This is an optimization exercise on Yosys and OpenROAD, whose aim is small area and a short achievable clock period, not a production implementation. The RTL was checked by simulation tests, not by an equivalence proof against the original design. No activity file was given, so power comes from the tool's default toggle rates.

==> flow/design.v (outline; a module is shown in full before it is edited, if it fits) <==
// module Convolution_with_pipeline: 1969 lines
// module cv_fa: 4 lines
module Convolution_with_pipeline(clk, rst_n, in_valid, weight_valid, In_IFM_1, In_IFM_2, In_IFM_3, In_IFM_4, In_IFM_5, In_IFM_6, In_IFM_7, In_IFM_8, In_IFM_9, In_Weight_1, In_Weight_2, In_Weight_3, In_Weight_4, In_Weight_5, In_Weight_6, In_Weight_7, In_Weight_8, In_Weight_9, out_valid, Out_OFM);
  // ...
==> flow/run.sh <==
#!/bin/bash
# synth_recipe.tcl (not shown) runs the flow's synth.tcl, then flattens the netlist and writes it again
# the make line also repeats each setting of config.mk as NAME=value (left out here)
make -C /OpenROAD-flow-scripts/flow DESIGN_CONFIG=/design/flow/config.mk WORK_HOME=/design/flow/orfs CLKGATE_MAP_FILE= SYNTH_SCRIPT=/design/flow/synth_recipe.tcl finish
==> flow/config.mk <==
export PLATFORM = sky130hd
export DESIGN_NAME = Convolution_with_pipeline
export DESIGN_NICKNAME = Convolution_with_pipeline
export VERILOG_FILES = /design/flow/design.v
export SDC_FILE = /design/flow/constraint.sdc
export NUM_CORES = 4
export LEC_CHECK = 0
export CAP_MARGIN = 20
export CORE_MARGIN = 2
export CORE_UTILIZATION = 40
export SETUP_SLACK_MARGIN = 2.3
export SLEW_MARGIN = 20
export SYNTH_HIERARCHICAL = 1
==> flow/constraint.sdc <==
create_clock -name core_clock -period 5.0 [get_ports {clk}]
set_input_delay 1.0000 -clock core_clock [delete_from_list [all_inputs] [get_ports {clk}]]
set_output_delay 1.0000 -clock core_clock [all_outputs]
set_load 0.01 [all_outputs]
==> results_dict.tcl, run 1 <==
set metrics [dict create \
    ys_types 50 \
    drt_pass1_iterations 5 \
    met3_usage_pct 7.09 \
    synth_area_leaders "fa_1, dfxtp_1, nand2_1, mux2_2, buf_1" \
    cp_data_required_time_ns 5.45 \
    r2r_cells 5 \
    clk-power_mw 2.99 \
    power.group.top "combinational logic" \
    cts_resized 496 \
    power.leakage_nw 10.4 \
    synth.avg_cell_area_um2 12.5 \
    p_int_mw 11.6 \
    use_met1_pct 36.5 \
    top_layer "met5" \
    fin_ws_ns 1.99 \
    n_antenna_cell 0 \
    outcome "timing/DRC/antenna clean" \
    critPathLaunch "weight_valid" \
    cp-start-kind "input pin" \
    die_x_um 235 \
    timing.fmax_ghz 0.332 \
    setup_viol 0 \
    min_to "r2[2]" \
    reg.largest.list "r1: 176 flops, r2: 39 flops, r3: 20 flops" \
    ant_nets 0 \
    synthesis.instances 1700 \
    post_cts_buffers 39 \
    final_cell_mix "nand2_1, fa_2, dfxtp_1" \
]
==> run 2, diff against run 1 <==
==> flow/flow/run.sh (new file) <==
#!/bin/bash
# The standard layout, with plain buffers on the ports instead of the
# delay cells buffer_ports picks by default. Each tool's log stays in orfs/logs;
# make's own output goes to standard.log.
set -euo pipefail
export BUFFER_PORTS_ARGS="-buffer_cell sky130_fd_sc_hd__buf_2"
bash standard.sh > standard.log 2>&1
==> flow/standard.sh (new file) <==
#!/bin/bash
# synth_recipe.tcl (not shown) runs the flow's synth.tcl, then flattens the netlist and writes it again
# the make line also repeats each setting of config.mk as NAME=value (left out here)
make -C /OpenROAD-flow-scripts/flow DESIGN_CONFIG=/design/flow/config.mk WORK_HOME=/design/flow/orfs CLKGATE_MAP_FILE= SYNTH_SCRIPT=/design/flow/synth_recipe.tcl "${@:-finish}"
removed: flow/run.sh
==> results_dict.tcl, run 2 <==
set metrics [dict create \
    cts_buffer_depth 3 \
    grt-ovfl-total 0 \
    port_buffers 168 \
    nets 2647 \
    final_cell_mix "nand2_1, fa_2, dfxtp_1" \
    synthesis.instances 1700 \
    grt_start_max_net_pins 16 \
    start_util_pct 40.5 \
    synth_top_cell_area_share_pct 51.7 \
    cp.depth 7 \
    min_path_type "input pin to asynchronous set/reset pin" \
    viasPerCell 5.55 \
    cpMostUsedCell "fa_2" \
    ys_warn_count 7 \
    largest_reg_flops 176 \
    cts_buffers 38 \
    drive_gt1_share_pct 49.1 \
    worstPathMaxFanout 7 \
    num_vias 14700 \
    synth.avg_cell_area_um2 12.5 \
    async_flop_share_pct 0.968 \
    final.setup_skew_ns 0.0185 \
    maxCapViolations 0 \
    grt_pass1_vias 16400 \
    critPathTopFamily "adder cells" \
    yosys.area.top_type "fa_1" \
    drt_iter0_drc 1231 \
    htree_levels 2 \
    rsz0062_at_grt "true" \
    cts_tree "done" \
    worstMarginPinSlew_ns 1.02 \
    dp.cells 2478 \
    cp_data_required_time_ns 5.45 \
    timing.fmax_ghz 0.338 \
    period_needed_ns 2.96 \
    drt_pass1_iterations 5 \
    die_x_um 235 \
    r2r_setup_slack_ns 2.13 \
    r2r_cells 5 \
    fin_crit_sh_pct 59.2 \
    crit_path_max_incr_delay_ns 0.68 \
    synthTopCellsByCount "nand2_1, fa_1, dfxtp_1, buf_1, mux2_2" \
    whs_ns 0.214 \
    core_mm2 0.0526 \
    grt_pass1_wl_um 112000 \
    cts_hold_buf 0 \
    power.leakage_nw 10.2 \
    post-place-ws_ns 0.981 \
    reg.largest.list "r1: 176 flops, r2: 39 flops, r3: 20 flops" \
    clk_pin_slew_ns 0.06 \
    netlist_area_mm2 0.0213 \
    fin_ws_ns 2.04 \
    synth_enable_flop_cells 0 \
    ant_nets 0 \
    setup.worst_path.class "input pin to register" \
    top_register "r1" \
    die_h_um 235 \
    hold_viol_final 0 \
    report.final.slew_viol_count 0 \
    final_common_cell "nand2_1" \
    vdd_ir_drop_max_mv 0.476 \
    die_area_mm2 0.0550 \
    ys_types 50 \
    critPathArrivalTime_ns 3.41 \
    synth-seq-cells 310 \
    io_pins 170 \
    dr_wl_met3_um 6320 \
    fin_total_pwr_mw 19.7 \
    synth_most_common_cell "nand2_1" \
    setup_viol 0 \
    hpwl_um 56200 \
    clk_latency_ns 0.57 \
    tns_ns 0 \
    routed-wl-met2_um 37100 \
    synth_area_leaders "fa_1, dfxtp_1, nand2_1, mux2_2, buf_1" \
    rows 84 \
    cts_root_buf "clkbuf_16" \
    outcome "timing/DRC/antenna clean" \
    critPathSlowestCell "fa_2" \
    antenna_found_initial 1 \
    drc_errors 0 \
    synth_ff_type "dfxtp_1" \
    wl_per_cell_um 29.6 \
    routabilityCongestion 0.920 \
    cp-start-kind "input pin" \
    cts_sinks 310 \
    powerDensity_mw_per_mm2 716 \
    slew_headroom_pct 31.7 \
    end_kind "register" \
    instances_no_fill 2658 \
    drt_wl_total_um 78600 \
    areaGrowthSynthToFinish_pct 29.4 \
    syn-num-nets 2406 \
    critical_path_buf_inv_count 2 \
    worstPathCellList "buf_16, buf_16, mux2_4, nand2_2, fa_2, fa_2, fa_2" \
    drt-met1-wl_um 29800 \
    synth_seq_area_share_pct 29.3 \
    top_layer "met4" \
    track_usage_pct 29.5 \
]
==> run 2: path summary, 6_finish.rpt <==
kind | start | endpoint
max | weight_valid | r1[66]
min | rst_n | v2
max reg2reg | r1[69] | r2[16]
min reg2reg | r1[1] | r2[1]
max in group asynchronous | rst_n | v1
min in group core_clock | r1[1] | r2[1]
==> run 2: metrics by stage <==
step	utilization (%)	instance area, um^2
3_3_place_gp	44.4	23400
4_1_cts	50.9	26800
2_1_floorplan	-	22000
3_5_place_dp	44.4	23400
6_report	52.3	27500
5_1_grt	52.3	27500
==> run 2: area by class of cell <==
class | count | area (um^2)
antenna | 1 | 2.50
tap | 688 | 861
clock buffer | 51 | 1080
inverter | 23 | 86.3
sequential | 310 | 6250
clock inverter | 17 | 220
multi-input combinational | 1338 | 17200
fill | 4345 | 25000
timing repair buffer | 230 | 1820
==> run 2: kinds of logic (layout without fill, tap and decap cells) <==
group	count (synthesis)	count (layout)	share of synthesized area, %
other cells	1	2	0.0176
fa+ha+maj	558	558	52.2
xor+xnor	12	12	0.494
simple gates	616	616	11.4
flops	310	310	29.3
mux	72	126	3.81
compound gates	25	25	0.842
buf+inv	106	321	1.97
==> run 2: power breakdown <==
group          switching (mW)  internal, mW  total (mW)
sequential              0.602          3.74        4.34
clock                    1.18          1.73        2.91
combinational            6.60          5.85        12.4
==> run 2: modules after synthesis (local to each module, per instance) <==
module / flops+latches / cells / area (um^2)
Convolution_with_pipeline: 310 / 1151 / 10300
cv_fa: 0 / 1 / 20.0
==> run 2: routing by layer <==
layer	global-route usage (%)	vias up
met2	48.6	926
met3	5.41	285
li1	-	5798
met4	16.8	0
met1	36.7	7740
met5	0	-
==> run 2: timing repair <==
item / CTS / global route
pin swaps: 145 / 181
setup endpoints to repair: 191 / 130
gates cloned: 68 / 2
resized for setup: 315 / 196
buffers inserted: 27 / 14
==> run 3, diff against run 2 <==
--- a/flow/config.mk
+++ b/flow/config.mk
@@ -5,9 +5,10 @@
 export SDC_FILE = /design/flow/constraint.sdc
 export NUM_CORES = 4
 export LEC_CHECK = 0
+export ABC_CLOCK_PERIOD_IN_PS = 2000
 export CAP_MARGIN = 20
 export CORE_MARGIN = 2
 export CORE_UTILIZATION = 40
-export SETUP_SLACK_MARGIN = 2.3
+export SETUP_SLACK_MARGIN = 2.1
 export SLEW_MARGIN = 20
 export SYNTH_HIERARCHICAL = 1
==> results_dict.tcl, run 3 <==
set metrics [dict create \
    slew_headroom_pct 27.5 \
    period_needed_ns 2.94 \
    die_x_um 235 \
    num_vias 14000 \
    cts_tree "done" \
    drt_iter0_drc 1208 \
    syn-num-nets 2406 \
    critPathArrivalTime_ns 3.38 \
    cts_buffer_depth 3 \
    pwr-share-comb_pct 60.6 \
    synth_top_cell_area_share_pct 51.7 \
    synth-seq-cells 310 \
    worstMarginPinSlew_ns 1.09 \
    drc_errors 0 \
    yosys.area.top_type "fa_1" \
    async_flop_share_pct 0.968 \
    synth_most_common_cell "nand2_1" \
    instances_no_fill 2603 \
    areaGrowthSynthToFinish_pct 20.9 \
    clk_latency_ns 0.57 \
    largest_reg_flops 176 \
    hpwl_um 55400 \
    netSwitchingPower_mw 7.83 \
    final.setup_skew_ns 0.0278 \
    fill_cells 4620 \
    top_register "r1" \
    maxCapViolations 0 \
    powerDensity_mw_per_mm2 719 \
    tns_ns 0 \
    synth_ff_type "dfxtp_1" \
    power.leakage_nw 9.54 \
    rows 84 \
    rsz0062_at_grt "true" \
    start_util_pct 40.5 \
    synthesis.instances 1700 \
    min_path_type "input pin to asynchronous set/reset pin" \
    design_area_mm2 0.0257 \
    synth.avg_cell_area_um2 12.5 \
    die_h_um 235 \
    setup_viol 0 \
    ys_warn_count 7 \
    core_mm2 0.0526 \
    synth_enable_flop_cells 0 \
    vdd_ir_drop_max_mv 0.568 \
    viasPerCell 5.38 \
    end_kind "register" \
    grt_start_max_net_pins 14 \
    synth_seq_area_share_pct 29.3 \
    dp.cells 2476 \
    routabilityCongestion 0.947 \
    grt-ovfl-total 0 \
    worstPathMaxFanout 6 \
    netlist_area_mm2 0.0213 \
    power_frac_clock_pct 15.9 \
    io_pins 170 \
    grt_pass1_vias 15600 \
    synthTopCellsByCount "nand2_1, fa_1, dfxtp_1, buf_1, mux2_2" \
    antenna_found_initial 2 \
    placed_area_mm2 0.0233 \
    reg.largest.list "r1: 176 flops, r2: 39 flops, r3: 20 flops" \
    port_buffers 168 \
    cts_buffers 38 \
    cts_root_buf "clkbuf_16" \
    p_seq_share_pct 23.5 \
    wl_per_cell_um 28.1 \
    drt_wl_total_um 73200 \
    clk_pin_slew_ns 0.06 \
    report.final.slew_viol_count 0 \
    swShare_pct 42.4 \
    nets 2590 \
    cts_sinks 310 \
    drt_pass1_iterations 5 \
    die_area_mm2 0.0550 \
    final_cell_mix "nand2_1, fa_1, dfxtp_1" \
    track_usage_pct 26.5 \
    outcome "timing/DRC/antenna clean" \
    final_common_cell "nand2_1" \
    cp_data_required_time_ns 5.44 \
    htree_levels 2 \
    drive_gt1_share_pct 30.5 \
    grt_pass1_wl_um 103000 \
    ant_nets 0 \
    setup.worst_path.class "input pin to register" \
    hold_viol_final 0 \
    fin_crit_sh_pct 58.7 \
    synth_area_leaders "fa_1, dfxtp_1, nand2_1, mux2_2, buf_1" \
    ys_types 50 \
    cp-start-kind "input pin" \
    timing.fmax_ghz 0.341 \
    p_int_mw 10.6 \
]
==> run 3: cell counts after synthesis <==
Identical to the previous run, type by type.
==> run 3: repair_timing <==
action	4_1_cts	5_1_grt
pin swaps	16	43
hold buffers	0	0
setup buffers	7	2
setup endpoints to repair	126	47
gates cloned	29	18
gates resized for setup	48	50
==> run 3: kinds of logic (layout without fill, tap and decap cells) <==
group | count (synthesis) | in the layout | synth area share (%)
simple gates | 616 | 616 | 11.4
fa+ha+maj | 558 | 558 | 52.2
flops | 310 | 310 | 29.3
buf+inv | 106 | 287 | 1.97
mux | 72 | 105 | 3.81
compound gates | 25 | 25 | 0.842
xor+xnor | 12 | 12 | 0.494
other cells | 1 | 2 | 0.0176
==> run 3: final timing paths <==
| kind | cells after the start | slack [ns] | to | start |
|---|---|---|---|---|
| max in group asynchronous | 1 | 4.68 | v2 | rst_n |
| min in group core_clock | 0 | 0.32 | r2[1] | r1[1] |
| worst max-delay path | 7 | 2.06 | r1[23] | weight_valid |
| worst min register to register | 0 | 0.32 | r2[1] | r1[1] |
| worst min-delay path | 1 | 0.22 | v1 | rst_n |
| worst max register to register | 5 | 2.14 | r2[13] | r1[51] |
==> run 3: critical path, stage by stage <==
cell and delay (ns):
buf_16 0.16, buf_16 0.17, mux2_4 0.39, nand2_1 0.12, fa_1 0.46, fa_1 0.61
fa_1 0.43
==> run 3: cell type report <==
cell class,count,area (um^2),area share (%)
clock inverter,16,189,0.735
tap,688,861,3.35
timing repair buffer,194,1400,5.43
sequential,310,6230,24.2
clock buffer,54,1130,4.41
multi-input combinational,1317,15800,61.5
antenna,1,2.50,0.00974
inverter,23,86.3,0.336
==> run 3: power groups by stage <==
stage          sequential (mW)  clock, mW  combinational (mW)
2_1_floorplan             4.18          0                7.36
3_3_place_gp              4.34          0                10.6
3_5_place_dp              4.35          0                10.9
4_1_cts                   4.32       2.97                11.2
5_1_grt                   4.43       3.07                12.7
6_report                  4.34       2.93                11.2
==> run 3: modules after synthesis, one instance, submodules excluded <==
| module | times used | flip-flops and latches |
|---|---|---|
| Convolution_with_pipeline | 1 | 310 |
| cv_fa | 549 | 0 |
==> run 3: stage by stage <==
stage	power [mW]	worst slack, ns	util, %	hold slack, ns
detailed placement	15.3	1.23	44.3	0.312
floorplan	11.5	1.73	-	0.310
global route	20.2	2.04	48.9	0.214
finish	18.5	2.06	48.9	0.219
CTS	18.4	2.09	48.1	0.193
global placement	14.9	1.26	44.3	0.312
==> run 3: metal layers <==
metal  vias to the layer above  wire, um  GRT usage (%)
met3                       217      6540           5.54
li1                       5649         -              -
met2                       766     34000           43.2
met1                      7382     28700           34.9
met5                         -        20              0
met4                         2      3950           9.94
==> run 4, diff against run 3 <==
--- a/flow/config.mk
+++ b/flow/config.mk
@@ -5,10 +5,11 @@
 export SDC_FILE = /design/flow/constraint.sdc
 export NUM_CORES = 4
 export LEC_CHECK = 0
-export ABC_CLOCK_PERIOD_IN_PS = 2000
 export CAP_MARGIN = 20
 export CORE_MARGIN = 2
 export CORE_UTILIZATION = 40
-export SETUP_SLACK_MARGIN = 2.1
+export CTS_BUF_LIST = sky130_fd_sc_hd__clkbuf_8
+export CTS_CLUSTER_SIZE = 30
+export SETUP_SLACK_MARGIN = 2.3
 export SLEW_MARGIN = 20
 export SYNTH_HIERARCHICAL = 1
==> results_dict.tcl, run 4 <==
set metrics [dict create \
    rsz0062_at_grt "true" \
    worstPathMaxFanout 8 \
    crit_path_max_incr_delay_ns 0.65 \
    synth_most_common_cell "nand2_1" \
    drt_pass1_iterations 5 \
    worstMarginPinSlew_ns 1.03 \
    clk_latency_ns 0.69 \
    grt_pass1_vias 16100 \
    synth_mux_area_share_pct 3.81 \
    critPathSlowestCell "fa_2" \
    rows 84 \
    drive_gt1_share_pct 41.4 \
    io_pins 170 \
    nets 2638 \
    port_buffers 168 \
    power.leakage_nw 9.91 \
    core_mm2 0.0526 \
    min_path_type "input pin to asynchronous set/reset pin" \
    cts_tree "done" \
    wl_per_cell_um 28.7 \
    start_util_pct 40.5 \
    htree_levels 2 \
    end_kind "register" \
    period_needed_ns 2.90 \
    drt_wl_total_um 76300 \
    instances_no_fill 2662 \
    fin_crit_sh_pct 58.1 \
    drc_errors 0 \
    syn-num-nets 2406 \
    synthAdderAreaFrac_pct 52.2 \
    synth_enable_flop_cells 0 \
    track_usage_pct 28.2 \
    hold_viol_final 0 \
    placed_area_mm2 0.0234 \
    dp.cells 2478 \
    routabilityCongestion 0.920 \
    synthesis.instances 1700 \
    slew_headroom_pct 31.1 \
    synth_ff_type "dfxtp_1" \
    viasPerCell 5.48 \
    cts_buffers 57 \
    num_vias 14600 \
    top_register "r1" \
    critPathTopFamily "adder cells" \
    die_x_um 235 \
    r2r_setup_slack_ns 2.11 \
    synth-xor-area-share_pct 0.494 \
    powerDensity_mw_per_mm2 722 \
    synth_seq_area_share_pct 29.3 \
    cpMostUsedCell "fa_2" \
    die_area_mm2 0.0550 \
    reg.largest.list "r1: 176 flops, r2: 39 flops, r3: 20 flops" \
    maxCapViolations 0 \
    design_area_mm2 0.0266 \
    synth_compound_area_share_pct 0.841 \
    cts_buffer_depth 3 \
    final_common_cell "nand2_1" \
    grt_start_max_net_pins 17 \
    cts_root_buf "clkbuf_8" \
    timing.fmax_ghz 0.344 \
    clk_pin_slew_ns 0.06 \
    post-place-ws_ns 0.981 \
    critPathArrivalTime_ns 3.47 \
    hpwl_um 56200 \
    tns_ns 0 \
    grt-ovfl-total 0 \
    setup_viol 0 \
    synthTopCellsByCount "nand2_1, fa_1, dfxtp_1, buf_1, mux2_2" \
    cp-start-kind "input pin" \
    ant_nets 0 \
    die_h_um 235 \
    report.final.slew_viol_count 0 \
    cts_hold_buf 0 \
    final.setup_skew_ns 0.0460 \
    async_flop_share_pct 0.968 \
    synth_area_leaders "fa_1, dfxtp_1, nand2_1, mux2_2, buf_1" \
    critical_path_buf_inv_count 3 \
    cp_data_required_time_ns 5.56 \
    netlist_area_mm2 0.0213 \
    synth_top_family_by_area "adder cells" \
    cts_sinks 310 \
    worstPathCellList "buf_16, buf_12, buf_16, mux2_4, nand2_4, fa_2, fa_2, fa_2" \
    n_antenna_cell 0 \
    synth_top_cell_area_share_pct 51.7 \
    final_cell_mix "nand2_1, fa_1, dfxtp_1" \
    antenna_found_initial 1 \
    yosys.area.top_type "fa_1" \
    ys_warn_count 7 \
    drt_iter0_drc 1197 \
    vdd_ir_drop_max_mv 0.479 \
    fin_ws_ns 2.10 \
    areaGrowthSynthToFinish_pct 25.1 \
    yosys.area_share.simple_pct 11.4 \
    ys_types 50 \
    outcome "timing/DRC/antenna clean" \
    setup.worst_path.class "input pin to register" \
    fin_total_pwr_mw 19.2 \
    grt_pass1_wl_um 108000 \
    synth-seq-cells 310 \
    synth.avg_cell_area_um2 12.5 \
    largest_reg_flops 176 \
]
-- run 4: modules after synthesis (local to each module, per instance) --
module                     cell area, um^2  flip-flops and latches  copies in the design  cells inside
Convolution_with_pipeline            10300                     310                     1          1151
cv_fa                                 20.0                       0                   549             1
-- run 4: report_power, final --
part | switching (mW) | internal (mW) | leakage [nW]
clock | 1.17 | 1.52 | 0.705
combinational | 6.47 | 5.69 | 6.59
sequential | 0.602 | 3.74 | 2.61
-- run 4: routing by layer --
metal	routed length [um]	vias up	GRT usage (%)	part of all wire [%]
met5	16	-	0	0.021
met4	4230	2	12.0	5.6
met3	6520	238	5.24	8.6
met2	36300	873	47.2	48
met1	29200	7701	36.1	38
li1	-	5781	-	-
-- run 4: path summary, 6_finish.rpt --
path,from,depth (start not counted),end
worst max-delay path,weight_valid,8,r1[66]
worst min-delay path,rst_n,1,v2
worst max register to register,r1[70],5,r2[16]
worst min register to register,r1[1],0,r2[1]
max in group asynchronous,rst_n,1,v1
min in group core_clock,r1[1],0,r2[1]
-- run 4: cell type report --
type	instances	area, um^2
multi-input combinational	1330	16600
tap	688	861
sequential	310	6250
clock inverter	31	279
timing repair buffer	210	1590
clock buffer	70	963
inverter	23	86.3
fill	4455	26000
-- run 4: what timing repair did --
| item | 4_1_cts | 5_1_grt |
|---|---|---|
| cloned | 57 | 3 |
| setup buffers | 15 | 8 |
| endpoints found under the hold margin | 0 | 0 |
| pin swaps | 97 | 146 |
| gates resized for setup | 156 | 164 |
| setup endpoints to repair | 184 | 97 |
-- run 4: through the flow --
step	util, %	hold WS [ns]
final	50.6	0.0977
after global routing	50.6	0.0604
after CTS	49.5	0.0553
after detailed placement	44.4	0.313
after global placement	44.4	0.312
after floorplan	-	0.310
-- run 4: kinds of logic (layout without fill, tap and decap cells) --
| family | after synthesis | after routing |
|---|---|---|
| mux | 72 | 118 |
| xor+xnor | 12 | 12 |
| compound gates | 25 | 25 |
| flops | 310 | 310 |
| fa+ha+maj | 558 | 558 |
| buf+inv | 106 | 334 |
| simple gates | 616 | 616 |
| other cells | 1 | 1 |
-- run 4: worst register-to-register path: stages (launching register included) --
cell     delay [ns]
dfxtp_2        0.33
fa_2           0.43
fa_1           0.53
fa_1           0.45
fa_2           0.57
fa_2           0.45
==> run 5, diff against run 4 <==
--- a/flow/flow/run.sh
+++ b/flow/flow/run.sh
@@ -4,4 +4,5 @@
 # make's own output goes to standard.log.
 set -euo pipefail
 export BUFFER_PORTS_ARGS="-buffer_cell sky130_fd_sc_hd__buf_2"
+export CTS_ARGS="-sink_clustering_enable -repair_clock_nets -dont_use_dummy_load -sink_clustering_size 30 -sink_clustering_max_diameter 150"
 bash standard.sh > standard.log 2>&1
--- a/flow/config.mk
+++ b/flow/config.mk
@@ -8,8 +8,6 @@
 export CAP_MARGIN = 20
 export CORE_MARGIN = 2
 export CORE_UTILIZATION = 40
-export CTS_BUF_LIST = sky130_fd_sc_hd__clkbuf_8
-export CTS_CLUSTER_SIZE = 30
-export SETUP_SLACK_MARGIN = 2.3
+export SETUP_SLACK_MARGIN = 2.1
 export SLEW_MARGIN = 20
 export SYNTH_HIERARCHICAL = 1
==> results_dict.tcl, run 5 <==
set metrics [dict create \
    outcome "timing/DRC/antenna clean" \
    cts_root_buf "clkbuf_16" \
    clk_pin_slew_ns 0.11 \
    grt-ovfl-total 0 \
    synth_enable_flop_cells 0 \
    hpwl_um 55400 \
    power.leakage_nw 9.34 \
    clk_latency_ns 0.54 \
    synth_ff_type "dfxtp_1" \
    areaGrowthSynthToFinish_pct 19.1 \
    drt_pass1_iterations 5 \
    drc_errors 0 \
    cts_buffer_depth 3 \
    num_vias 14300 \
    final.setup_skew_ns 0.0370 \
    seq_area_mm2 0.00624 \
    worstMarginPinSlew_ns 1.09 \
    netlist_area_mm2 0.0213 \
    multi_input_area_mm2 0.0162 \
    cts_hold_buf 0 \
    antenna_found_initial 1 \
    track_usage_pct 27.1 \
    routabilityCongestion 0.947 \
    final_cell_mix "nand2_1, fa_1, dfxtp_1" \
    drt_wl_total_um 75400 \
    viasPerCell 5.55 \
    final_common_cell "nand2_1" \
    drt-met1-wl_um 29300 \
    syn-num-nets 2406 \
    critPathLaunch "weight_valid" \
    ys_types 50 \
    setup_viol 0 \
    ys_warn_count 7 \
    timing.fmax_ghz 0.330 \
    top_register "r1" \
    tns_ns 0 \
    async_flop_share_pct 0.968 \
    cts_sinks 310 \
    synth-seq-cells 310 \
    die_x_um 235 \
    end_kind "register" \
    port_buffers 168 \
    die_area_mm2 0.0550 \
    synthTopCellsByCount "nand2_1, fa_1, dfxtp_1, buf_1, mux2_2" \
    synth_top_cell_area_share_pct 51.7 \
    grt_pass1_wl_um 105000 \
    powerDensity_mw_per_mm2 675 \
    cts_buffers 14 \
    synthesis.instances 1700 \
    report.final.slew_viol_count 0 \
    top_layer "met4" \
    start_util_pct 40.5 \
    fin_crit_sh_pct 60.6 \
    nets 2589 \
    die_h_um 235 \
    fill_cells 4625 \
    synth_area_leaders "fa_1, dfxtp_1, nand2_1, mux2_2, buf_1" \
    htree_levels 1 \
    reg.largest.list "r1: 176 flops, r2: 39 flops, r3: 20 flops" \
    placed_area_mm2 0.0233 \
    grt_start_max_net_pins 31 \
    cp-start-kind "input pin" \
    min_path_type "input pin to asynchronous set/reset pin" \
    io_pins 170 \
    synth.avg_cell_area_um2 12.5 \
    cts_tree "done" \
    setup.worst_path.class "input pin to register" \
    rsz0062_at_grt "true" \
    slew_headroom_pct 27.4 \
    drive_gt1_share_pct 33.2 \
    design_area_mm2 0.0253 \
    yosys.area.top_type "fa_1" \
    core_mm2 0.0526 \
    ant_nets 0 \
    dr_wl_met3_um 5980 \
    vdd_ir_drop_max_mv 0.627 \
    largest_reg_flops 176 \
    r2r_start "r1[57]" \
    critPathArrivalTime_ns 3.45 \
    hold_viol_final 0 \
    worstPathMaxFanout 7 \
    drt_iter0_drc 1223 \
    rows 84 \
    period_needed_ns 3.03 \
    cp_data_required_time_ns 5.42 \
    maxCapViolations 0 \
    synth_most_common_cell "nand2_1" \
    routed-wl-met2_um 34800 \
    wl_per_cell_um 29.3 \
    grt_pass1_vias 15700 \
    synth_seq_area_share_pct 29.3 \
]
[run 5: final cells by class]
cell class	instances	area share [%]
multi-input combinational	1331	64.1
timing repair buffer	203	6.11
sequential	310	24.6
inverter	23	0.341
antenna	1	0.00988
tap	688	3.40
clock buffer	14	1.38
[run 5: metrics by stage]
stage               worst slack, ns  cells  util, %  power [mW]  hold slack [ns]
finish                         1.97   2570     48.2        17.1            0.234
global route                   1.98   2569     48.2        18.8            0.221
CTS                            2.03   2545     47.0        16.9            0.216
detailed placement             1.23   2476     44.3        15.3            0.312
global placement               1.26   2476     44.3        14.9            0.312
floorplan                      1.73   1700        -        11.5            0.310
[run 5: worst max-delay path, stage by stage]
cell and delay [ns]:
buf_16 0.15, buf_12 0.15, buf_16 0.13, mux2_4 0.38
nand2_4 0.10, fa_2 0.46, fa_2 0.64, fa_1 0.41
[run 5: kinds of logic (layout without fill, tap and decap cells)]
family          count (synthesis)  in the layout  synth area share [%]
xor+xnor                       12             12                 0.494
fa+ha+maj                     558            558                  52.2
buf+inv                       106            240                  1.97
other cells                     1              2                0.0176
mux                            72            119                  3.81
compound gates                 25             25                 0.842
simple gates                  616            616                  11.4
flops                         310            310                  29.3
[run 5: power breakdown]
group | total [mW] | internal, mW | leakage [nW] | switching, mW
clock | 1.34 | 0.512 | 0.173 | 0.829
combinational | 11.4 | 5.29 | 6.55 | 6.12
sequential | 4.34 | 3.73 | 2.61 | 0.611
total | 17.1 | 9.53 | 9.34 | 7.56
[run 5: repair_timing]
item / CTS / global route
pin swaps: 52 / 90
endpoints found under the hold margin: 0 / 0
gates cloned: 43 / 20
buffers inserted: 12 / 4
setup endpoints to repair: 143 / 72
gates resized for setup: 86 / 115
[run 5: final timing paths]
kind	cells after the start	to	slack [ns]
max	8	r1[23]	1.97
max in group asynchronous	1	v1	4.66
min in group core_clock	0	r2[2]	0.34
min	1	v3	0.23
max reg2reg	5	r2[13]	2.13
min reg2reg	0	r2[2]	0.34
[run 5: per-layer routing]
layer  vias to the layer above  global-route usage [%]
li1                       5637                       -
met1                      7476                    35.0
met2                       880                    44.4
met3                       274                    4.86
met4                         0                    13.1
met5                         -                       0
[run 5: per-module statistics from Yosys (local to each module, per instance)]
module | copies in the design | flip-flops and latches | cells inside | area (um^2)
Convolution_with_pipeline | 1 | 310 | 1151 | 10300
cv_fa | 549 | 0 | 1 | 20.0
==> run 6, diff against run 5 <==
==> flow/flow/run.sh (replaced) <==
#!/bin/bash
# The standard layout, with plain buffers on the ports instead of the
# delay cells buffer_ports picks by default. Each tool's log stays in orfs/logs;
# make's own output goes to standard.log.
set -euo pipefail
export BUFFER_PORTS_ARGS="-buffer_cell sky130_fd_sc_hd__buf_2"
export CTS_ARGS="-sink_clustering_enable -repair_clock_nets -dont_use_dummy_load"
bash standard.sh > standard.log 2>&1
==> results_dict.tcl, run 6 <==
set metrics [dict create \
    rsz0062_at_grt "true" \
    areaGrowthSynthToFinish_pct 20.1 \
    antenna_found_initial 2 \
    htree_levels 2 \
    min_path_type "input pin to asynchronous set/reset pin" \
    worstMarginPinSlew_ns 1.09 \
    ys_types 50 \
    drc_errors 0 \
    syn-num-nets 2406 \
    setup.worst_path.class "input pin to register" \
    final.setup_skew_ns 0.0588 \
    cts_sinks 310 \
    wl_per_cell_um 27.9 \
    fin_crit_sh_pct 61.2 \
    port_buffers 168 \
    synth_area_leaders "fa_1, dfxtp_1, nand2_1, mux2_2, buf_1" \
    yosys.area.top_type "fa_1" \
    final_common_cell "nand2_1" \
    synth_seq_area_share_pct 29.3 \
    top_register "r1" \
    end_kind "register" \
    cp-start-kind "input pin" \
    track_usage_pct 26.5 \
    fill_cells 4617 \
    die_area_mm2 0.0550 \
    grt_pass1_wl_um 103000 \
    clk_pin_slew_ns 0.06 \
    drive_gt1_share_pct 33.1 \
    report.final.slew_viol_count 0 \
    drt_pass1_iterations 6 \
    rows 84 \
    grt_start_max_net_pins 15 \
    grt_pass1_vias 15700 \
    netlist_area_mm2 0.0213 \
    routabilityCongestion 0.947 \
    r2r_setup_slack_ns 2.10 \
    viasPerCell 5.43 \
    reg.largest.list "r1: 176 flops, r2: 39 flops, r3: 20 flops" \
    final_cell_mix "nand2_1, fa_1, dfxtp_1" \
    post-place-ws_ns 1.23 \
    seq_area_mm2 0.00623 \
    synth-seq-cells 310 \
    vdd_ir_drop_max_mv 0.558 \
    hpwl_um 55400 \
    num_vias 14000 \
    period_needed_ns 3.06 \
    r2r_cells 5 \
    outcome "timing/DRC/antenna clean" \
    die_x_um 235 \
    drt_wl_total_um 71900 \
    cts_tree "done" \
    synth_most_common_cell "nand2_1" \
    ys_warn_count 7 \
    ant_nets 0 \
    async_flop_share_pct 0.968 \
    cp_data_required_time_ns 5.39 \
    setup_viol 0 \
    r2r_start "r1[108]" \
    largest_reg_flops 176 \
    powerDensity_mw_per_mm2 704 \
    power.leakage_nw 9.44 \
    cts_root_buf "clkbuf_16" \
    synthTopCellsByCount "nand2_1, fa_1, dfxtp_1, buf_1, mux2_2" \
    maxCapViolations 0 \
    synth.avg_cell_area_um2 12.5 \
    cts_buffer_depth 3 \
    grt-ovfl-total 0 \
    synth_enable_flop_cells 0 \
    hold_viol_final 0 \
    cts_buffers 38 \
    critPathArrivalTime_ns 3.45 \
    synth_top_cell_area_share_pct 51.7 \
    start_util_pct 40.5 \
    timing.fmax_ghz 0.327 \
    fin_ws_ns 1.94 \
    utilization_pct 48.6 \
    drt_iter0_drc 1135 \
    tns_ns 0 \
    nets 2596 \
    io_pins 170 \
    synthesis.instances 1700 \
    die_h_um 235 \
    slew_headroom_pct 27.4 \
    rr_endpoint "r2[22]" \
    multi_input_area_mm2 0.0161 \
    worstPathMaxFanout 14 \
    clk_latency_ns 0.56 \
    synth_ff_type "dfxtp_1" \
    core_mm2 0.0526 \
    cts_hold_buf 0 \
]
-- run 6: how the worst max path moves through the flow --
stage                  from  endpoint  slack [ns]  cells past startpoint
6_report       weight_valid   r1[161]        1.94                      8
5_1_grt        weight_valid    r1[86]        1.93                      8
4_1_cts        weight_valid    r1[13]        1.99                      8
3_5_place_dp   weight_valid   r1[124]        1.23                      7
3_3_place_gp   weight_valid   r1[124]        1.26                      7
2_1_floorplan  weight_valid   r1[107]        1.73                      7
-- run 6: final cells by class --
| class | instances | area share (%) |
|---|---|---|
| antenna | 2 | 0.0196 |
| clock buffer | 38 | 3.72 |
| inverter | 23 | 0.338 |
| multi-input combinational | 1319 | 63.0 |
| sequential | 310 | 24.4 |
| tap | 688 | 3.37 |
| timing repair buffer | 198 | 5.22 |
-- run 6: kinds of logic after synthesis --
kind of cell,count (synthesis),share of synthesized area [%]
other,1,0.0176
AND/OR/NAND/NOR,616,11.4
AO/OA/AOI/OAI,25,0.842
XOR/XNOR,12,0.494
flip-flops,310,29.3
buffers and inverters,106,1.97
multiplexers,72,3.81
adder cells (fa/ha/maj),558,52.2
-- run 6: power by group --
group | leakage, nW | total, mW | internal (mW) | switching (mW)
combinational | 6.36 | 11.3 | 5.21 | 6.07
clock | 0.468 | 2.36 | 1.33 | 1.03
sequential | 2.61 | 4.34 | 3.73 | 0.604
-- run 6: metrics by stage --
step	cells	hold WS (ns)	instance area, um^2	power (mW)
finish	2578	0.219	25500	18.0
CTS	2558	0.197	25100	17.9
detailed placement	2476	0.312	23300	15.3
global route	2577	0.212	25500	19.7
floorplan	1700	0.310	22000	11.5
global placement	2476	0.312	23300	14.9
-- run 6: Yosys stat by module, one instance, submodules excluded --
| module | area, um^2 | copies in the design | cells inside | flip-flops and latches |
|---|---|---|---|---|
| Convolution_with_pipeline | 10300 | 1 | 1151 | 310 |
| cv_fa | 20.0 | 549 | 1 | 0 |
-- run 6: worst max-delay path, stage by stage --
cell and delay, ns:
buf_16 0.15, buf_8 0.16, buf_16 0.18, mux2_4 0.37
nand2_2 0.10, fa_2 0.49, fa_2 0.57, fa_2 0.42
-- run 6: routing by layer --
| layer | vias up | track usage (%) | part of all wire, % |
|---|---|---|---|
| met2 | 749 | 43.8 | 47 |
| met5 | - | 0 | 0 |
| met4 | 0 | 10.3 | 4.9 |
| li1 | 5639 | - | - |
| met1 | 7418 | 34.1 | 39 |
| met3 | 203 | 5.86 | 8.5 |
-- run 6: repair_timing --
action                                  4_1_cts  5_1_grt
endpoints found under the setup margin      135      104
resized for setup                            89       96
setup buffers                                15        4
gates cloned                                 29       14
pin swaps                                    37       51
==> run 7, diff against run 6 <==
--- a/flow/flow/run.sh
+++ b/flow/flow/run.sh
@@ -4,5 +4,5 @@
 # make's own output goes to standard.log.
 set -euo pipefail
 export BUFFER_PORTS_ARGS="-buffer_cell sky130_fd_sc_hd__buf_2"
-export CTS_ARGS="-sink_clustering_enable -repair_clock_nets -dont_use_dummy_load"
+export CTS_ARGS="-sink_clustering_enable -repair_clock_nets -dont_use_dummy_load -sink_clustering_size 20 -sink_clustering_max_diameter 100"
 bash standard.sh > standard.log 2>&1
--- a/flow/config.mk
+++ b/flow/config.mk
@@ -7,7 +7,8 @@
 export LEC_CHECK = 0
 export CAP_MARGIN = 20
 export CORE_MARGIN = 2
-export CORE_UTILIZATION = 40
+export CORE_UTILIZATION = 50
+export PLACE_DENSITY = 0.7
 export SETUP_SLACK_MARGIN = 2.1
 export SLEW_MARGIN = 20
 export SYNTH_HIERARCHICAL = 1
==> results_dict.tcl, run 7 <==
set metrics [dict create \
    synth_ff_type "dfxtp_1" \
    outcome "timing/DRC/antenna clean" \
    ys_warn_count 7 \
    port_buffers 168 \
    hold_viol_final 0 \
    nets 2575 \
    routabilityCongestion 0.964 \
    die_x_um 210 \
    antenna_found_initial 1 \
    worstPathCellList "buf_16, buf_16, mux2_4, nand2_4, fa_2, fa_2, fa_1" \
    rsz0062_at_grt "true" \
    largest_reg_flops 176 \
    drc_errors 0 \
    critPathSlowestCell "fa_2" \
    timing.fmax_ghz 0.336 \
    die_area_mm2 0.0442 \
    seq_area_mm2 0.00623 \
    r2r_start "r1[69]" \
    synth_enable_flop_cells 0 \
    slew_headroom_pct 32.5 \
    async_flop_share_pct 0.968 \
    final_common_cell "nand2_1" \
    fin_total_pwr_mw 17.2 \
    synth_area_leaders "fa_1, dfxtp_1, nand2_1, mux2_2, buf_1" \
    synthesis.instances 1700 \
    drt_pass1_iterations 5 \
    report.final.slew_viol_count 0 \
    whs_ns 0.235 \
    tns_ns 0 \
    cts_buffers 20 \
    cts_tree "done" \
    htree_levels 1 \
    min_path_type "input pin to asynchronous set/reset pin" \
    clk_pin_slew_ns 0.09 \
    final.setup_skew_ns 0.0406 \
    die_h_um 210 \
    core_mm2 0.0419 \
    grt_pass1_wl_um 96700 \
    cts_sinks 310 \
    critical_path_buf_inv_count 2 \
    cts_root_buf "clkbuf_16" \
    areaGrowthSynthToFinish_pct 16.2 \
    start_util_pct 50.7 \
    synth_most_common_cell "nand2_1" \
    setup_viol 0 \
    rows 75 \
    worstMarginPinSlew_ns 1.01 \
    critPathTopFamily "adder cells" \
    r2r_setup_slack_ns 2.07 \
    cp-start-kind "input pin" \
    worstPathMaxFanout 8 \
    synthTopCellsByCount "nand2_1, fa_1, dfxtp_1, buf_1, mux2_2" \
    grt-ovfl-total 0 \
    hpwl_um 52500 \
    synth_seq_area_share_pct 29.3 \
    fill_cells 3316 \
    track_usage_pct 30.6 \
    cts_buffer_depth 3 \
    utilization_pct 58.9 \
    maxCapViolations 0 \
    wl_per_cell_um 29.2 \
    ant_nets 0 \
    syn-num-nets 2406 \
    drive_gt1_share_pct 29.5 \
    io_pins 170 \
    post-place-ws_ns 1.08 \
    vdd_ir_drop_max_mv 0.674 \
    grt_start_max_net_pins 21 \
    num_vias 14200 \
    fin_ws_ns 2.02 \
    reg.largest.list "r1: 176 flops, r2: 39 flops, r3: 20 flops" \
    n_antenna_cell 0 \
    grt_pass1_vias 15100 \
    cts_hold_buf 0 \
    clk_latency_ns 0.54 \
    top_register "r1" \
    powerDensity_mw_per_mm2 696 \
    fin_crit_sh_pct 59.5 \
    synth.avg_cell_area_um2 12.5 \
    rr_endpoint "r2[16]" \
    setup.worst_path.class "input pin to register" \
    final_cell_mix "nand2_1, fa_1, dfxtp_1" \
    crit_path_max_incr_delay_ns 0.62 \
    drt_iter0_drc 1424 \
    viasPerCell 5.91 \
    critPathArrivalTime_ns 3.37 \
    power.leakage_nw 9.16 \
    netlist_area_mm2 0.0213 \
    period_needed_ns 2.98 \
    yosys.area.top_type "fa_1" \
    synth-seq-cells 310 \
    synth_top_cell_area_share_pct 51.7 \
    multi_input_area_mm2 0.0158 \
    cp_data_required_time_ns 5.39 \
    r2r_cells 5 \
    drt_wl_total_um 70200 \
    ys_types 50 \
    end_kind "register" \
]
run 7: routing by layer:
layer | part of all wire [%] | GRT usage [%] | up-vias
met5 | 0.20 | 0 | -
met4 | 5.3 | 9.81 | 4
met3 | 11 | 7.66 | 199
met2 | 46 | 48.6 | 999
met1 | 37 | 41.8 | 7460
li1 | - | - | 5568
run 7: Yosys stat by module (local to each module, per instance):
| module | flops+latches | cell area, um^2 | cells inside | times used |
|---|---|---|---|---|
| cv_fa | 0 | 20.0 | 1 | 549 |
| Convolution_with_pipeline | 310 | 10300 | 1151 | 1 |
run 7: per-stage QoR:
stage	cell area [um^2]	instances
global route	24700	2406
CTS	24100	2375
floorplan	22000	1700
global placement	23100	2327
finish	24700	2406
detailed placement	23100	2327
run 7: kinds of logic (layout without fill, tap and decap cells):
group | Yosys count | after routing | share of synthesized area, %
flip-flops | 310 | 310 | 29.3
other | 1 | 1 | 0.0176
adder cells (fa/ha/maj) | 558 | 558 | 52.2
XOR/XNOR | 12 | 12 | 0.494
AO/OA/AOI/OAI | 25 | 25 | 0.842
multiplexers | 72 | 104 | 3.81
buffers and inverters | 106 | 241 | 1.97
AND/OR/NAND/NOR | 616 | 616 | 11.4
run 7: final cells by class:
class                      count  area share [%]
multi-input combinational   1316            64.1
sequential                   310            25.2
timing repair buffer         198            5.61
tap                          539            2.73
clock buffer                  20            2.03
inverter                      23           0.349
run 7: worst max-delay path by stage:
stage,startpoint,depth (start not counted),slack (ns),end
floorplan,weight_valid,7,1.73,r1[107]
global placement,weight_valid,7,1.12,r1[68]
detailed placement,weight_valid,7,1.08,r1[161]
CTS,weight_valid,7,2.01,r1[87]
global route,weight_valid,7,2.03,r1[23]
finish,weight_valid,7,2.02,r1[87]
run 7: power by group:
group / internal, mW / switching (mW)
Combinational: 5.19 / 6.13
Clock: 0.711 / 0.861
Sequential: 3.72 / 0.568
Total: 9.63 / 7.56
run 7: repair_timing:
action | 4_1_cts | 5_1_grt
setup buffers | 13 | 2
pin swaps | 16 | 56
cloned | 15 | 29
endpoints found under the setup margin | 165 | 46
resized for setup | 37 | 71
run 7: worst reg2reg max path: cells and delay by family, from the launching register on:
| family | cells | cell delay, ns |
|---|---|---|
| adder cells (fa/ha/maj) | 5 | 2.45 |
| flip-flops | 1 | 0.35 |
==> run 8, diff against run 7 <==
--- a/flow/flow/run.sh
+++ b/flow/flow/run.sh
@@ -5,4 +5,5 @@
 set -euo pipefail
 export BUFFER_PORTS_ARGS="-buffer_cell sky130_fd_sc_hd__buf_2"
 export CTS_ARGS="-sink_clustering_enable -repair_clock_nets -dont_use_dummy_load -sink_clustering_size 20 -sink_clustering_max_diameter 100"
+export RECOVER_POWER=100
 bash standard.sh > standard.log 2>&1
--- a/flow/config.mk
+++ b/flow/config.mk
@@ -7,8 +7,8 @@
 export LEC_CHECK = 0
 export CAP_MARGIN = 20
 export CORE_MARGIN = 2
-export CORE_UTILIZATION = 50
-export PLACE_DENSITY = 0.7
+export CORE_UTILIZATION = 60
+export PLACE_DENSITY = 0.75
 export SETUP_SLACK_MARGIN = 2.1
 export SLEW_MARGIN = 20
 export SYNTH_HIERARCHICAL = 1
==> results_dict.tcl, run 8 <==
set metrics [dict create \
    num_vias 14600 \
    critPathArrivalTime_ns 4.16 \
    track_usage_pct 38.2 \
    drc_errors 0 \
    tns_ns 0 \
    fin_crit_sh_pct 75.0 \
    die_x_um 192 \
    grt_pass1_vias 15800 \
    largest_reg_flops 176 \
    synth_area_leaders "fa_1, dfxtp_1, nand2_1, mux2_2, buf_1" \
    rows 68 \
    maxCapViolations 0 \
    synth_top_cell_area_share_pct 51.7 \
    worstPathMaxFanout 8 \
    cts_sinks 310 \
    hold_viol_final 0 \
    syn-num-nets 2406 \
    htree_levels 1 \
    ys_types 50 \
    min_path_type "input pin to asynchronous set/reset pin" \
    end_kind "register" \
    synthesis.instances 1700 \
    grt_pass1_wl_um 99700 \
    fin_total_pwr_mw 17.4 \
    critPathTopFamily "adder cells" \
    synthTopCellsByCount "nand2_1, fa_1, dfxtp_1, buf_1, mux2_2" \
    synth.avg_cell_area_um2 12.5 \
    wl_per_cell_um 29.8 \
    fin_ws_ns 1.25 \
    synth-seq-cells 310 \
    viasPerCell 6.27 \
    ant_nets 0 \
    async_flop_share_pct 0.968 \
    nets 2583 \
    n_antenna_cell 0 \
    areaGrowthSynthToFinish_pct 13.8 \
    setup.worst_path.class "input pin to register" \
    powerDensity_mw_per_mm2 721 \
    cts_root_buf "clkbuf_16" \
    reg.largest.list "r1: 176 flops, r2: 39 flops, r3: 20 flops" \
    power.leakage_nw 8.86 \
    r2r_cells 8 \
    rsz0062_at_grt "true" \
    final_common_cell "nand2_1" \
    timing.fmax_ghz 0.267 \
    final_cell_mix "nand2_1, fa_1, dfxtp_1" \
    drive_gt1_share_pct 21.6 \
    core_mm2 0.0347 \
    rr_endpoint "r3[17]" \
    crit_path_max_incr_delay_ns 0.65 \
    r2r_setup_slack_ns 1.94 \
    cts_tree "done" \
    cp_data_required_time_ns 5.41 \
    grt_start_max_net_pins 21 \
    yosys.area.top_type "fa_1" \
    drt_wl_total_um 69500 \
    period_needed_ns 3.75 \
    routabilityCongestion 0.980 \
    outcome "timing/DRC/antenna clean" \
    clk_pin_slew_ns 0.08 \
    hpwl_um 51300 \
    port_buffers 168 \
    netlist_area_mm2 0.0213 \
    cp-start-kind "input pin" \
    die_h_um 192 \
    dp.cells 2243 \
    critPathSlowestCell "clkbuf_1" \
    cts_buffers 19 \
    post-place-ws_ns 1.03 \
    drt_pass1_iterations 5 \
    cpMostUsedCell "fa_1" \
    synth_most_common_cell "nand2_1" \
    synth_seq_area_share_pct 29.3 \
    antenna_found_initial 1 \
    critical_path_buf_inv_count 3 \
    cts_buffer_depth 3 \
    synth_enable_flop_cells 0 \
    worstPathCellList "buf_16, clkbuf_1, mux2_1, clkbuf_4, nand2_1, fa_1, fa_1, fa_1" \
    r2r_start "r2[23]" \
    ys_warn_count 7 \
    drt_iter0_drc 1475 \
    instances_no_fill 2330 \
    utilization_pct 69.7 \
    synth_ff_type "dfxtp_1" \
    grt-ovfl-total 0 \
    start_util_pct 61.3 \
    vdd_ir_drop_max_mv 0.685 \
    setup_viol 0 \
    report.final.slew_viol_count 0 \
    io_pins 170 \
    clk_latency_ns 0.53 \
    die_area_mm2 0.0370 \
    final.setup_skew_ns 0.0220 \
    worstMarginPinSlew_ns 0.991 \
    top_register "r1" \
    slew_headroom_pct 33.9 \
]
## run 8: cell counts after synthesis
Identical to the previous run, type by type.
## run 8: worst max path at each step
stage	startpoint	endpoint	cells after the start
after detailed placement	weight_valid	r1[13]	7
after global placement	weight_valid	r1[13]	7
after floorplan	weight_valid	r1[107]	7
after global routing	weight_valid	r1[12]	8
after CTS	r1[69]	r2[16]	5
final	weight_valid	r1[12]	8
## run 8: cell type report
cell class                      instances  area [um^2]
Clock buffer                           19          475
Fill cell                            2436        10500
Inverter                               23         86.3
Multi-Input combinational cell       1315        15500
Sequential cell                       310         6220
Tap cell                              455          569
Timing Repair Buffer                  208         1340
## run 8: logic make-up after synthesis
| group | after synthesis | synth area share (%) |
|---|---|---|
| AND/OR/NAND/NOR | 616 | 11.4 |
| AO/OA/AOI/OAI | 25 | 0.842 |
| adder cells (fa/ha/maj) | 558 | 52.2 |
| flip-flops | 310 | 29.3 |
| buffers and inverters | 106 | 1.97 |
| other | 1 | 0.0176 |
| XOR/XNOR | 12 | 0.494 |
| multiplexers | 72 | 3.81 |
## run 8: repair_timing
item / in CTS / in global routing
cloned: 27 / 16
gates resized for setup: 58 / 48
setup buffers: 20 / 5
pin swaps: 35 / 44
hold buffers: 0 / 0
endpoints found under the setup margin: 166 / 43
## run 8: per-module statistics from Yosys (local to each module, per instance)
module | flops+latches | copies in the design
Convolution_with_pipeline | 310 | 1
cv_fa | 0 | 549
## run 8: where the power goes
part           internal (mW)  switching (mW)
Combinational           5.24            6.38
Sequential              3.72           0.582
Clock                  0.678           0.838
Total                   9.64            7.81
## run 8: through the flow
step	hold WS, ns	area, um^2
finish	0.261	24200
global route	0.265	24200
CTS	0.230	24300
detailed placement	0.313	23000
global placement	0.310	23000
floorplan	0.310	22000
## run 8: layer usage
metal | vias to the layer above | routed length [um] | part of all wire (%) | GRT usage, %
li1 | 5601 | - | - | -
met1 | 7518 | 24500 | 35 | 51.0
met2 | 1163 | 31300 | 45 | 60.4
met3 | 332 | 8290 | 12 | 8.49
met4 | 2 | 5340 | 7.7 | 18.2
met5 | - | 11 | 0.016 | 0
## run 8: worst reg2reg max path, delay by kind of cell (launching register included)
kind	cells	cell delay, ns
simple gates	3	1.03
buf+inv	1	0.05
fa+ha+maj	3	1.35
compound gates	1	0.20
flops	1	0.33
==> run 9, diff against run 8 <==
==> flow/flow/run.sh (replaced) <==
#!/bin/bash
# The standard layout, with plain buffers on the ports instead of the
# delay cells buffer_ports picks by default. Each tool's log stays in orfs/logs;
# make's own output goes to standard.log.
set -euo pipefail
export BUFFER_PORTS_ARGS="-buffer_cell sky130_fd_sc_hd__buf_1"
export CTS_ARGS="-sink_clustering_enable -repair_clock_nets -dont_use_dummy_load -sink_clustering_size 20 -sink_clustering_max_diameter 100"
bash standard.sh > standard.log 2>&1
==> results_dict.tcl, run 9 <==
set metrics [dict create \
    drive_gt1_share_pct 22.6 \
    synth.avg_cell_area_um2 12.5 \
    synthTopCellsByCount "nand2_1, fa_1, dfxtp_1, buf_1, mux2_2" \
    cts_buffers 19 \
    power.leakage_nw 8.88 \
    report.final.slew_viol_count 0 \
    r2r_cells 5 \
    setup_viol 0 \
    tns_ns 0 \
    hold_viol_final 0 \
    ant_nets 0 \
    end_kind "register" \
    port_buffers 168 \
    start_util_pct 61.3 \
    synth_area_leaders "fa_1, dfxtp_1, nand2_1, mux2_2, buf_1" \
    wl_per_cell_um 31.6 \
    synth-seq-cells 310 \
    ys_types 50 \
    r2r_start "r1[60]" \
    slew_headroom_pct 31.8 \
    drt_iter0_drc 1612 \
    htree_levels 1 \
    critPathTopFamily "adder cells" \
    critPathSlowestCell "buf_1" \
    routabilityCongestion 0.971 \
    cts_buffer_depth 3 \
    worstPathCellList "buf_1, nand2_1, fa_1, fa_2, fa_1" \
    rsz0062_at_grt "true" \
    crit_path_max_incr_delay_ns 0.66 \
    synth_top_cell_area_share_pct 51.7 \
    setup.worst_path.class "input pin to register" \
    core_mm2 0.0347 \
    cts_root_buf "clkbuf_16" \
    num_vias 15000 \
    largest_reg_flops 176 \
    final_cell_mix "nand2_1, fa_1, dfxtp_1" \
    cp_data_required_time_ns 5.40 \
    outcome "timing/DRC/antenna clean" \
    synth_enable_flop_cells 0 \
    areaGrowthSynthToFinish_pct 16.6 \
    io_pins 170 \
    syn-num-nets 2406 \
    rr_endpoint "r2[13]" \
    grt-ovfl-total 0 \
    critPathLaunch "In_IFM_1[1]" \
    synthesis.instances 1700 \
    cts_hold_buf 0 \
    drt_pass1_iterations 6 \
    top_register "r1" \
    track_usage_pct 39.2 \
    critPathArrivalTime_ns 3.49 \
    grt_start_max_net_pins 21 \
    cpMostUsedCell "fa_1" \
    timing.fmax_ghz 0.324 \
    reg.largest.list "r1: 176 flops, r2: 39 flops, r3: 20 flops" \
    die_h_um 192 \
    antenna_found_initial 2 \
    die_area_mm2 0.0370 \
    cts_tree "done" \
    grt_pass1_vias 15900 \
    synth_seq_area_share_pct 29.3 \
    netlist_area_mm2 0.0213 \
    fin_crit_sh_pct 61.8 \
    ys_warn_count 7 \
    final.setup_skew_ns 0.0196 \
    die_x_um 192 \
    hpwl_um 51700 \
    critical_path_buf_inv_count 1 \
    min_path_type "input pin to asynchronous set/reset pin" \
    nets 2597 \
    cts_sinks 310 \
    cp.depth 5 \
    worstPathMaxFanout 8 \
    drc_errors 0 \
    cp-start-kind "input pin" \
    viasPerCell 6.37 \
    drt_wl_total_um 74000 \
    rows 68 \
    async_flop_share_pct 0.968 \
    fill_cells 2351 \
    clk_pin_slew_ns 0.08 \
    r2r_setup_slack_ns 2.10 \
    clk_latency_ns 0.53 \
    crit_end "r1[7]" \
    synth_ff_type "dfxtp_1" \
    whs_ns 0.268 \
    powerDensity_mw_per_mm2 724 \
    grt_pass1_wl_um 101000 \
    vdd_ir_drop_max_mv 0.682 \
    final_common_cell "nand2_1" \
    yosys.area.top_type "fa_1" \
    period_needed_ns 3.09 \
    maxCapViolations 0 \
    worstMarginPinSlew_ns 1.02 \
    synth_most_common_cell "nand2_1" \
]
## run 9: cell count changes in the layout (fill, tap and decap cells not counted), moves of 26 or more
cell      delta
buf_1      +166
buf_2      -145
mux2_1      -72
mux2_4      +66
fa_1        -51
fa_2        +51
clkbuf_1    -32
mux2_2      +26
## run 9: cells by family (layout without fill, tap and decap cells)
kind of cell / after synthesis / in the layout / synth area share, %
compound gates: 25 / 25 / 0.842
xor+xnor: 12 / 12 / 0.494
fa+ha+maj: 558 / 558 / 52.2
buf+inv: 106 / 244 / 1.97
flops: 310 / 310 / 29.3
mux: 72 / 123 / 3.81
other cells: 1 / 3 / 0.0176
simple gates: 616 / 616 / 11.4
## run 9: modules after synthesis (local to each module, per instance)
module | cell area, um^2 | flip-flops and latches | times used
cv_fa | 20.0 | 0 | 549
Convolution_with_pipeline | 10300 | 310 | 1
## run 9: repair_timing
action                                  4_1_cts  5_1_grt
setup buffers                                 5        9
endpoints found under the hold margin         0        0
cloned                                       37       32
endpoints found under the setup margin      151       97
gates resized for setup                      73       72
pin swaps                                    32       60
## run 9: worst reg2reg max path, stage by stage (launching register included)
cell and delay [ns]:
dfxtp_2 0.36, fa_1 0.45, fa_1 0.55, fa_1 0.44, fa_1 0.52, fa_1 0.43
## run 9: worst min path at each step
stage	end	from	cells past startpoint
after global placement	r2[1]	r1[1]	0
after detailed placement	r2[1]	r1[1]	0
after CTS	v2	rst_n	1
final	v2	rst_n	1
after global routing	v2	rst_n	1
after floorplan	r2[0]	r1[0]	0
## run 9: final cells by class
type,instances,area [um^2],area share [%]
Sequential cell,310,6230,25.1
Multi-Input combinational cell,1335,16200,65.2
Clock buffer,19,475,1.92
Inverter,23,86.3,0.348
Antenna cell,2,5.00,0.0202
Timing Repair Buffer,202,1270,5.12
Tap cell,455,569,2.30
## run 9: per-stage QoR
stage / setup WS (ns) / total power [mW] / util [%] / instance area, um^2 / cells
after floorplan: 1.73 / 11.5 / - / 22000 / 1700
after global placement: 1.22 / 15.1 / 65.7 / 22800 / 2242
after detailed placement: 1.16 / 15.8 / 65.7 / 22800 / 2242
after CTS: 1.96 / 17.6 / 69.3 / 24100 / 2303
after global routing: 1.80 / 19.3 / 71.4 / 24800 / 2345
final: 1.91 / 18.0 / 71.4 / 24800 / 2346
## run 9: report_power, final
part | switching (mW) | internal, mW
Sequential | 0.594 | 3.73
Combinational | 6.62 | 5.47
Clock | 0.862 | 0.679
## run 9: routing by layer
layer  share of wire [%]  up-vias  global-route usage, %  wire length [um]
li1                    -     5655                      -                 -
met1                  34     7574                   51.3             25300
met2                  44     1315                   60.6             32300
met3                  13      407                   9.80              9620
met4                 9.2        0                   22.0              6810
met5                   0        -                      0                 0
==> run 10, diff against run 9 <==
==> flow/flow/run.sh (replaced) <==
#!/bin/bash
# The standard layout, with plain buffers on the ports instead of the
# delay cells buffer_ports picks by default. Each tool's log stays in orfs/logs;
# make's own output goes to standard.log.
set -euo pipefail
export BUFFER_PORTS_ARGS="-buffer_cell sky130_fd_sc_hd__buf_2"
export CTS_ARGS="-sink_clustering_enable -repair_clock_nets -dont_use_dummy_load -sink_clustering_size 20 -sink_clustering_max_diameter 100"
bash standard.sh > standard.log 2>&1
--- a/flow/config.mk
+++ b/flow/config.mk
@@ -9,6 +9,6 @@
 export CORE_MARGIN = 2
 export CORE_UTILIZATION = 60
 export PLACE_DENSITY = 0.75
-export SETUP_SLACK_MARGIN = 2.1
+export SETUP_SLACK_MARGIN = 2.2
 export SLEW_MARGIN = 20
 export SYNTH_HIERARCHICAL = 1
==> results_dict.tcl, run 10 <==
set metrics [dict create \
    outcome "timing/DRC/antenna clean" \
    setup_viol 0 \
    r2r_start "r1[69]" \
    grt_pass1_vias 16600 \
    synth_top_cell_area_share_pct 51.7 \
    slew_headroom_pct 26.5 \
    worstPathCellList "buf_16, buf_8, mux2_4, nand2_1, fa_2, fa_2, fa_1" \
    power.leakage_nw 9.32 \
    cp_data_required_time_ns 5.40 \
    reg.largest.list "r1: 176 flops, r2: 39 flops, r3: 20 flops" \
    synth_enable_flop_cells 0 \
    tns_ns 0 \
    critPathTopFamily "adder cells" \
    powerDensity_mw_per_mm2 723 \
    critPathArrivalTime_ns 3.38 \
    fin_total_pwr_mw 18.2 \
    syn-num-nets 2406 \
    drc_errors 0 \
    areaGrowthSynthToFinish_pct 18.3 \
    clk_pin_slew_ns 0.08 \
    routabilityCongestion 0.980 \
    nets 2598 \
    htree_levels 1 \
    synth_area_leaders "fa_1, dfxtp_1, nand2_1, mux2_2, buf_1" \
    drt_wl_total_um 71900 \
    die_x_um 192 \
    whs_ns 0.245 \
    cp-start-kind "input pin" \
    crit_path_max_incr_delay_ns 0.67 \
    hold_viol_final 0 \
    cpMostUsedCell "fa_2" \
    critPathSlowestCell "fa_2" \
    instances_no_fill 2345 \
    period_needed_ns 2.99 \
    core_mm2 0.0347 \
    design_area_mm2 0.0252 \
    die_area_mm2 0.0370 \
    maxCapViolations 0 \
    dp.cells 2243 \
    synthesis.instances 1700 \
    final_cell_mix "nand2_1, fa_1, dfxtp_1" \
    r2r_cells 5 \
    top_register "r1" \
    ant_nets 0 \
    utilization_pct 72.5 \
    grt-ovfl-total 0 \
    track_usage_pct 41.1 \
    synth.avg_cell_area_um2 12.5 \
    worstPathMaxFanout 7 \
    largest_reg_flops 176 \
    end_kind "register" \
    drt_iter0_drc 1635 \
    cts_hold_buf 0 \
    final.setup_skew_ns 0.0273 \
    clk_latency_ns 0.53 \
    critical_path_buf_inv_count 2 \
    synth-seq-cells 310 \
    synth_seq_area_share_pct 29.3 \
    io_pins 170 \
    ys_types 50 \
    synth_most_common_cell "nand2_1" \
    fin_crit_sh_pct 59.7 \
    grt_start_max_net_pins 21 \
    synthTopCellsByCount "nand2_1, fa_1, dfxtp_1, buf_1, mux2_2" \
    cts_root_buf "clkbuf_16" \
    post-place-ws_ns 1.03 \
    drive_gt1_share_pct 35.4 \
    grt_pass1_wl_um 106000 \
    report.final.slew_viol_count 0 \
    rr_endpoint "r2[16]" \
    num_vias 14800 \
    timing.fmax_ghz 0.335 \
    yosys.area.top_type "fa_1" \
    cts_sinks 310 \
    port_buffers 168 \
    n_antenna_cell 0 \
    viasPerCell 6.32 \
    hpwl_um 51300 \
    wl_per_cell_um 30.7 \
    setup.worst_path.class "input pin to register" \
    ys_warn_count 7 \
    cts_buffers 19 \
    r2r_setup_slack_ns 2.09 \
    async_flop_share_pct 0.968 \
    rsz0062_at_grt "true" \
    min_path_type "input pin to asynchronous set/reset pin" \
    die_h_um 192 \
    placed_area_mm2 0.0230 \
    synth_ff_type "dfxtp_1" \
    worstMarginPinSlew_ns 1.10 \
    cts_buffer_depth 3 \
    fin_ws_ns 2.01 \
    start_util_pct 61.3 \
    vdd_ir_drop_max_mv 0.713 \
    netlist_area_mm2 0.0213 \
    antenna_found_initial 0 \
    final_common_cell "nand2_1" \
    drt_pass1_iterations 6 \
    rows 68 \
    cts_tree "done" \
]
-- run 10: worst max-delay path by stage --
stage / startpoint / to / slack [ns] / cells after the start
finish: weight_valid / r1[66] / 2.01 / 7
detailed placement: weight_valid / r1[13] / 1.03 / 7
CTS: weight_valid / r1[48] / 2.10 / 7
global placement: weight_valid / r1[13] / 1.03 / 7
global route: weight_valid / r1[48] / 2.04 / 7
floorplan: weight_valid / r1[107] / 1.73 / 7
-- run 10: report_power, final --
| group | internal (mW) | switching (mW) |
|---|---|---|
| Clock | 0.678 | 0.846 |
| Combinational | 5.71 | 6.65 |
| Sequential | 3.73 | 0.590 |
-- run 10: Yosys stat by module (local to each module, per instance) --
module / flops+latches / times used
Convolution_with_pipeline: 310 / 1
cv_fa: 0 / 549
-- run 10: logic make-up (layout without fill, tap and decap cells) --
kind of cell	Yosys count	count (layout)	share of synthesized area, %
AOI/OAI and AO/OA	25	25	0.842
DFF	310	310	29.3
muxes	72	113	3.81
buffers and inverters	106	255	1.97
and+or+nand+nor	616	616	11.4
xor gates and xnor gates	12	12	0.494
other	1	1	0.0176
adders and majority gates	558	558	52.2
-- run 10: layout make-up --
type,instances,area [um^2]
Sequential cell,310,6240
Clock buffer,19,475
Multi-Input combinational cell,1325,16200
Fill cell,2265,9550
Tap cell,455,569
Timing Repair Buffer,213,1560
Inverter,23,86.3
-- run 10: layer usage --
metal	vias to the layer above	routed length (um)	GRT usage [%]
met1	7610	24600	51.1
li1	5636	-	-
met2	1201	32600	64.8
met5	-	0	0
met4	0	6040	25.1
met3	383	8650	11.2
-- run 10: timing repair --
| action | CTS | global route |
|---|---|---|
| cloned | 52 | 0 |
| pin swaps | 92 | 67 |
| buffers inserted | 28 | 3 |
| endpoints found under the setup margin | 185 | 101 |
| gates resized for setup | 148 | 89 |

==> separate check: timing with driven ports <==
No port has a modelled driver above. Below, the same layouts with a new extraction and two added sets of constraints. Step 1 (the two cells are an assumption about what drives the block):
set clk [get_ports {clk}]
set_driving_cell -lib_cell sky130_fd_sc_hd__clkbuf_16 $clk
set_driving_cell -lib_cell sky130_fd_sc_hd__buf_2 [delete_from_list [all_inputs] $clk]
Step 2 times the ports against the registers' clock, not the clock port: input delays grow and output delays shrink by t, the midpoint of the rising clock arrivals with the driver on. Slacks: ideal / step 1 / step 2; pairs: ideal / step 1.
run | t, ns | setup WS [ns] | worst setup path after step 2 | slew at the worst register clock pin (ns) | worst slew at a driven data input, ns
run 1 | 0.627 | 1.988 / 1.700 / 1.073 | input to register | 0.06 / 0.06 | 0.40
run 2 | 0.623 | 2.038 / 1.684 / 1.061 | input to register | 0.07 / 0.07 | 0.47
run 3 | 0.615 | 2.064 / 1.880 / 1.265 | input to register | 0.07 / 0.07 | 0.25
run 4 | 0.724 | 2.095 / 1.758 / 1.035 | input to register | 0.07 / 0.07 | 0.48
run 5 | 0.578 | 1.972 / 1.782 / 1.204 | input to register | 0.12 / 0.12 | 0.27
run 6 | 0.589 | 1.938 / 1.907 / 1.319 | input to register | 0.06 / 0.06 | 0.08
run 7 | 0.578 | 2.023 / 1.789 / 1.212 | input to register | 0.09 / 0.09 | 0.32
run 8 | 0.574 | 1.251 / 0.928 / 0.354 | input to register | 0.09 / 0.09 | 0.42
run 9 | 0.577 | 1.910 / 1.653 / 1.076 | input to register | 0.10 / 0.10 | 0.33
run 10 | 0.576 | 2.015 / 1.666 / 1.090 | input to register | 0.09 / 0.09 | 0.46
After both steps every run listed still meets setup and hold. The setup slack of run 4, which loses most, moves by -0.337 ns with the drivers and by -1.060 ns with both steps.
